From an optimization exercise on the open Yosys and OpenROAD flow, aimed at small area and a short achievable clock period; shortcuts taken in it are not production practice. Where RTL was checked, it was by simulation tests only, not by an equivalence proof against the original. No driver is modelled on the clock port, so clocking that relies on it looks cheaper here than on a real chip. Power is estimated from default activity; no workload was simulated.

== JK ==
==> flow/design.v <==
module FP16_add #(
    parameter C0 = 1,    
    parameter C1 = 1,    
    parameter C2 = 1,    
    parameter C3 = 1,    
    parameter C4 = 1,    
    parameter C5 = 1     
)(
    input wire [15:0]data1,
    input wire [15:0]data2,
    input wire clk,
    input wire rst,
    input wire input_valid,
    output reg [15:0]data_o,
    output reg output_update
    );
    localparam NS = C0 + C1 + C2 + C3 + C4 + C5;
    reg [NS-1:0] vld;
    always @(posedge clk or posedge rst) begin
        if (rst) vld <= {NS{1'b0}};
        else     vld <= {vld[NS-2:0], input_valid};
    end
    always @(*) output_update = vld[NS-1];
    wire [15:0] a, b;
    generate if (C0) begin : g0
        reg [15:0] ra, rb;
        always @(posedge clk) begin ra <= data1; rb <= data2; end
        assign a = ra; assign b = rb;
    end else begin : n0
        assign a = data1; assign b = data2;
    end endgenerate
    wire ovf_0 = (&a) | (&b);
    wire gt = a[14:0] > b[14:0];
    wire [4:0] ea = a[14:10], eb = b[14:10];
    wire eq0 = ~(|ea) & ~(|eb);
    wire [4:0] dab = ea - eb, dba = eb - ea;
    wire [4:0] d_0 = gt ? dab : dba;
    wire [4:0] eh_0 = gt ? ea : eb;
    wire [9:0] fh_0 = gt ? a[9:0] : b[9:0];
    wire [9:0] fl_0 = gt ? b[9:0] : a[9:0];
    wire sh_0 = gt ? a[15] : b[15];
    wire sub_0 = a[15] ^ b[15];
    wire lh_0 = (gt ? |eb : |ea) | eq0;    
    wire zall_0 = eq0 & ~gt;
    wire [1:0] kill_0 = {ovf_0, zall_0};
    wire [4:0] d_1, eh_1; wire [9:0] fh_1, fl_1; wire sh_1, sub_1, lh_1; wire [1:0] kill_1;
    generate if (C1) begin : g1
        reg [4:0] r_d, r_eh; reg [9:0] r_fh, r_fl; reg r_sh, r_sub, r_lh; reg [1:0] r_kill;
        always @(posedge clk) begin
            r_d <= d_0; r_eh <= eh_0; r_fh <= fh_0; r_fl <= fl_0;
            r_sh <= sh_0; r_sub <= sub_0; r_lh <= lh_0; r_kill <= kill_0;
        end
        assign d_1 = r_d; assign eh_1 = r_eh; assign fh_1 = r_fh; assign fl_1 = r_fl;
        assign sh_1 = r_sh; assign sub_1 = r_sub; assign lh_1 = r_lh; assign kill_1 = r_kill;
    end else begin : n1
        assign d_1 = d_0; assign eh_1 = eh_0; assign fh_1 = fh_0; assign fl_1 = fl_0;
        assign sh_1 = sh_0; assign sub_1 = sub_0; assign lh_1 = lh_0; assign kill_1 = kill_0;
    end endgenerate
    wire [22:0] low23 = {2'b01, fl_1, 11'd0} >> d_1;
    wire big = (d_1 > 5'd12) | ~lh_1;
    wire [12:0] al_1 = big ? 13'd0 : low23[21:9];
    wire st_1 = big ? 1'b0 : |low23[8:0];
    wire [12:0] al_2; wire st_2; wire [4:0] eh_2; wire [9:0] fh_2; wire sh_2, sub_2; wire [1:0] kill_2;
    generate if (C2) begin : g2
        reg [12:0] r_al; reg r_st; reg [4:0] r_eh; reg [9:0] r_fh; reg r_sh, r_sub; reg [1:0] r_kill;
        always @(posedge clk) begin
            r_al <= al_1; r_st <= st_1; r_eh <= eh_1; r_fh <= fh_1;
            r_sh <= sh_1; r_sub <= sub_1; r_kill <= kill_1;
        end
        assign al_2 = r_al; assign st_2 = r_st; assign eh_2 = r_eh; assign fh_2 = r_fh;
        assign sh_2 = r_sh; assign sub_2 = r_sub; assign kill_2 = r_kill;
    end else begin : n2
        assign al_2 = al_1; assign st_2 = st_1; assign eh_2 = eh_1; assign fh_2 = fh_1;
        assign sh_2 = sh_1; assign sub_2 = sub_1; assign kill_2 = kill_1;
    end endgenerate
    wire [14:0] hf = {2'b01, fh_2, 3'd0};
    wire [14:0] lf = {1'b0, al_2, st_2};
    wire [14:0] s_2 = hf + (lf ^ {15{sub_2}}) + {14'd0, sub_2};
    wire [14:0] s_3; wire [4:0] eh_3; wire sh_3; wire [1:0] kill_3;
    generate if (C3) begin : g3
        reg [14:0] r_s; reg [4:0] r_eh; reg r_sh; reg [1:0] r_kill;
        always @(posedge clk) begin
            r_s <= s_2; r_eh <= eh_2; r_sh <= sh_2; r_kill <= kill_2;
        end
        assign s_3 = r_s; assign eh_3 = r_eh; assign sh_3 = r_sh; assign kill_3 = r_kill;
    end else begin : n3
        assign s_3 = s_2; assign eh_3 = eh_2; assign sh_3 = sh_2; assign kill_3 = kill_2;
    end endgenerate
    reg [3:0] lz;
    integer i;
    always @(*) begin
        lz = 4'd12;
        for (i = 3; i <= 14; i = i + 1)
            if (s_3[i]) lz = 14 - i;
    end
    wire zero_3 = ~(|s_3[14:3]);
    wire [14:0] n_3 = s_3 << lz;
    wire [10:0] m_3 = n_3[14:4];
    wire rnd_3 = n_3[3] & (n_3[4] | (|n_3[2:0]));
    wire [6:0] e_3 = {2'b00, eh_3} + 7'd1 - {3'd0, lz};
    wire [1:0] kill3 = {kill_3[1], kill_3[0] | zero_3};
    wire [10:0] m_4; wire rnd_4; wire [6:0] e_4; wire sh_4; wire [1:0] kill_4;
    generate if (C4) begin : g4
        reg [10:0] r_m; reg r_rnd; reg [6:0] r_e; reg r_sh; reg [1:0] r_kill;
        always @(posedge clk) begin
            r_m <= m_3; r_rnd <= rnd_3; r_e <= e_3; r_sh <= sh_3; r_kill <= kill3;
        end
        assign m_4 = r_m; assign rnd_4 = r_rnd; assign e_4 = r_e; assign sh_4 = r_sh; assign kill_4 = r_kill;
    end else begin : n4
        assign m_4 = m_3; assign rnd_4 = rnd_3; assign e_4 = e_3; assign sh_4 = sh_3; assign kill_4 = kill3;
    end endgenerate
    reg [11:0] mr;
    integer j;
    always @(*) begin
        for (j = 0; j < 11; j = j + 1)
            mr[j] = m_4[j] ^ (rnd_4 & (&(m_4 & ((11'd1 << j) - 11'd1))));
        mr[11] = rnd_4 & (&m_4);
    end
    wire [6:0] e_4p = e_4 + 7'd1;
    wire [6:0] ef = mr[11] ? e_4p : e_4;
    wire [15:0] res = kill_4[1] ? 16'hffff :
                      kill_4[0] ? 16'h0000 :
                      (ef[6:5] == 2'b01) ? 16'hffff :
                      ef[6] ? 16'h0000 : {sh_4, ef[4:0], mr[9:0]};
    generate if (C5) begin : g5
        reg [15:0] r_o;
        always @(posedge clk) r_o <= res;
        always @(*) data_o = r_o;
    end else begin : n5
        always @(*) data_o = res;
    end endgenerate
endmodule
Settings: LEC_CHECK=0, ABC_AREA=1, CAP_MARGIN=20, CORE_MARGIN=2, CORE_UTILIZATION=40, PLACE_DENSITY=0.6, SLEW_MARGIN=20; clock period 4.0 ns.
run.sh (not shown) runs the stock make flow with config.mk's settings and CLKGATE_MAP_FILE= SYNTH_SCRIPT=/design/flow/synth_recipe.tcl, a recipe that flattens the netlist after the stock synthesis.
JK completed every stage of the flow, and the final layout passed the timing, design-rule and antenna checks.
For MS, these inputs were changed with respect to JK:
Settings: SETUP_SLACK_MARGIN newly set to 1.0.
## What came out
Wire length (MS over JK): increase, 0.79%. | non-clock buffer count | higher: MS |. Against JK, MS comes in about 0.45% higher on total power density per cell area. Proportion of power drawn by the clock network: MS vs JK down 0.3 points.
No run of this note included a check of the RTL's function; only the layout flow was run.

========
FP16_add, a different RTL version from the one above (not shown whole).
Size in the first run: about 890 cells after synthesis, about 130 flip-flops, roughly 52 I/O pins, about 0.0063 mm2 of cells after synthesis.
export LEC_CHECK = 0
export ABC_AREA = 1
export CAP_MARGIN = 20
export CORE_MARGIN = 2
export CORE_UTILIZATION = 40
export PLACE_DENSITY = 0.6
export SETUP_SLACK_MARGIN = 2.0
export SLEW_MARGIN = 20
export TNS_END_PERCENT = 0
create_clock -name core_clock -period 4.0 [get_ports {clk}]
standard.sh (not shown) runs the stock make flow with config.mk's settings and CLKGATE_MAP_FILE= SYNTH_SCRIPT=/design/flow/synth_recipe.tcl, a recipe that flattens the netlist after the stock synthesis.
==> flow/flow/run.sh <==
#!/bin/bash
# Standard ORFS layout (the standard.sh) with these changes:
#  - synthesis leaves adders to ABC instead of mapping them onto the
#    library's ripple full/half-adder cells (ADDER_MAP_FILE left empty);
#    registers are mapped exactly as in the standard synthesis;
#  - port buffers use the smallest buffer cell instead of the delay cell
#    that buffer_ports picks by default;
#  - the clock tree is built from clkbuf_4 cells, without dummy loads;
#  - after CTS, flow/post_cts.tcl upsizes to clkbuf_8 the clock buffers
#    whose flip-flop clock pins see a slow slew.
# Each tool's full output stays in orfs/logs; make's output goes to
# standard_flow.log.
set -euo pipefail
export BUFFER_PORTS_ARGS="-buffer_cell sky130_fd_sc_hd__buf_1"
export CTS_ARGS="-sink_clustering_enable -repair_clock_nets -buf_list sky130_fd_sc_hd__clkbuf_4 -dont_use_dummy_load"
export POST_CTS_TCL="$PWD/flow/post_cts.tcl"
bash standard.sh ADDER_MAP_FILE= finish > standard_flow.log 2>&1
==> flow/flow/post_cts.tcl <==
estimate_parasitics -placement
set my_up [dict create]
foreach pin [all_registers -clock_pins -edge_triggered] {
  set worst 0
  foreach edge {rise fall} {
    foreach an {min max} {
      set s [expr {[sta::time_ui_sta [get_property $pin slew_${an}_$edge]] * 1e12}]
      if {$s > $worst} { set worst $s }
    }
  }
  if {$worst > 100} {
    set net [get_nets -of_objects $pin]
    foreach drv [get_pins -of_objects $net -filter "direction==output"] {
      set inst [get_cells -of_objects $drv]
      if {[get_property $inst ref_name] eq "sky130_fd_sc_hd__clkbuf_4"} {
        dict set my_up [get_full_name $inst] 1
      }
    }
  }
}
foreach name [dict keys $my_up] {
  replace_cell [get_cells $name] sky130_fd_sc_hd__clkbuf_8
}
puts "post_cts: upsized [dict size $my_up] clock buffers"
if {[dict size $my_up] > 0} {
  detailed_placement
  check_placement -verbose
  estimate_parasitics -placement
}
The starting point went through all stages and came out clean.
Then changed:
==> flow/flow/run.sh (replaced) <==
#!/bin/bash
# Standard ORFS layout (the standard.sh) with three changes:
#  - port buffers use the smallest buffer cell instead of the delay cell
#    that buffer_ports picks by default;
#  - the clock tree is built from clkbuf_4 cells, without dummy loads;
#  - after CTS, flow/post_cts.tcl upsizes to clkbuf_8 the clock buffers
#    whose flip-flop clock pins see a slow slew.
# Each tool's full output stays in orfs/logs; make's output goes to
# standard_flow.log.
set -euo pipefail
export BUFFER_PORTS_ARGS="-buffer_cell sky130_fd_sc_hd__buf_1"
export CTS_ARGS="-sink_clustering_enable -repair_clock_nets -buf_list sky130_fd_sc_hd__clkbuf_4 -dont_use_dummy_load"
export POST_CTS_TCL="$PWD/flow/post_cts.tcl"
bash standard.sh finish > standard_flow.log 2>&1
- CORE_UTILIZATION: 40 -> 60
- PLACE_DENSITY: 0.6 -> 0.7
- SETUP_SLACK_MARGIN: 2.0 -> 2.2
Result: The new run completed without violations; total power grows by 8.3%; core utilization grows by 24 points; die area shrinks by 32%; worst setup slack is worse by 160 ps; design area grows by 3.0%; wire length grows by 4.1%; critical path depth grows by 3; clock skew barely changes.
Then changed:
- CORE_UTILIZATION: 60 -> 40
- PLACE_DENSITY: 0.7 -> 0.6
- SETUP_SLACK_MARGIN: 2.2 -> 1.8
- TNS_END_PERCENT: 0 -> not set
Effect: Clock power went up by a few percent. Wire length decreases by a few percent. Critical path depth decreases by 2. Final area shrinks slightly. Clock-buffer cell count is unchanged. Power is lower by a few percent. Via count came out lower by a few percent.
Then changed:
--- a/flow/flow/run.sh
+++ b/flow/flow/run.sh
@@ -1,4 +1,7 @@
 #!/bin/bash
-# Standard ORFS layout (the standard.sh) with three changes:
+# Standard ORFS layout (the standard.sh) with these changes:
+#  - synthesis leaves adders to ABC instead of mapping them onto the
+#    library's ripple full/half-adder cells (ADDER_MAP_FILE left empty);
+#    registers are mapped exactly as in the standard synthesis;
 #  - port buffers use the smallest buffer cell instead of the delay cell
 #    that buffer_ports picks by default;
@@ -12,3 +15,3 @@
 export CTS_ARGS="-sink_clustering_enable -repair_clock_nets -buf_list sky130_fd_sc_hd__clkbuf_4 -dont_use_dummy_load"
 export POST_CTS_TCL="$PWD/flow/post_cts.tcl"
-bash standard.sh finish > standard_flow.log 2>&1
+bash standard.sh ADDER_MAP_FILE= finish > standard_flow.log 2>&1
- SETUP_SLACK_MARGIN: 1.8 -> 2.4
- TNS_END_PERCENT: not set -> 0
After rerunning: The changed run finished clean; global-route usage rises by 0.51 points; utilization rises by 0.56 points; setup slack improved by 280 ps; synthesized area is about the same; worst hold slack got worse by 5.8 ps; die area stays flat; sequential power stays flat; final area rises by 1.2%; clock skew hardly moves; via count rises by 11%; clock power falls by about 2%.
Then changed:
==> flow/flow/run.sh (replaced) <==
#!/bin/bash
# Standard ORFS layout (the standard.sh) with three changes:
#  - port buffers use the smallest buffer cell instead of the delay cell
#    that buffer_ports picks by default;
#  - the clock tree is built from clkbuf_4 cells, without dummy loads;
#  - after CTS, flow/post_cts.tcl upsizes to clkbuf_8 the clock buffers
#    whose flip-flop clock pins see a slow slew.
# Each tool's full output stays in orfs/logs; make's output goes to
# standard_flow.log.
set -euo pipefail
export BUFFER_PORTS_ARGS="-buffer_cell sky130_fd_sc_hd__buf_1"
export CTS_ARGS="-sink_clustering_enable -repair_clock_nets -buf_list sky130_fd_sc_hd__clkbuf_4 -dont_use_dummy_load"
export POST_CTS_TCL="$PWD/flow/post_cts.tcl"
bash standard.sh finish > standard_flow.log 2>&1
What happened:
- clock skew stays flat
- synthesized area barely changes
- critical path depth rises by 13
- sequential share of layout area falls by 1.1 points
- global-route usage falls by 0.39 points

==> static timing again, ports no longer ideal <==
Ports are ideal in the flow. The routed layouts listed here were re-timed in OpenROAD. Step 1 (the two cells are an assumption about what drives the block):
set clk [get_ports {clk}]
set_driving_cell -lib_cell sky130_fd_sc_hd__clkbuf_16 $clk
set_driving_cell -lib_cell sky130_fd_sc_hd__buf_2 [delete_from_list [all_inputs] $clk]
Step 2 adds t to the input delays and takes it off the output delays; t is the mean of the earliest and latest rising clock arrival at the registers after step 1. Input paths then give back, and output paths get back, about the clock's delay inside the block. Slacks: no drivers / after step 1 / after step 2; pairs: no drivers / after step 1.
run	t, ns	slack for setup (ns)	hold WS [ns]	worst data-port slew with drivers (ns)
JK	0.461	1.159 / 1.159 / 1.159	0.325 / 0.325 / 0.325	0.04
MS	0.463	1.324 / 1.324 / 1.324	0.325 / 0.325 / 0.325	0.04
the first run of note 2	0.556	2.128 / 2.141 / 1.585	0.145 / 0.129 / 0.330	0.03
the second run of note 2	0.544	1.966 / 1.966 / 1.572	0.134 / 0.122 / 0.327	0.03
the third run of note 2	0.541	1.917 / 1.927 / 1.391	0.144 / 0.128 / 0.321	0.03
the fourth run of note 2	0.544	2.195 / 2.159 / 1.744	0.138 / 0.123 / 0.317	0.03
the fifth run of note 2	0.549	2.055 / 2.055 / 1.564	0.132 / 0.112 / 0.327	0.03
After both steps every run listed still meets setup and hold. For the first run of note 2, which loses most, drivers alone change the setup slack by +0.013 ns; drivers and shift together by -0.543 ns.
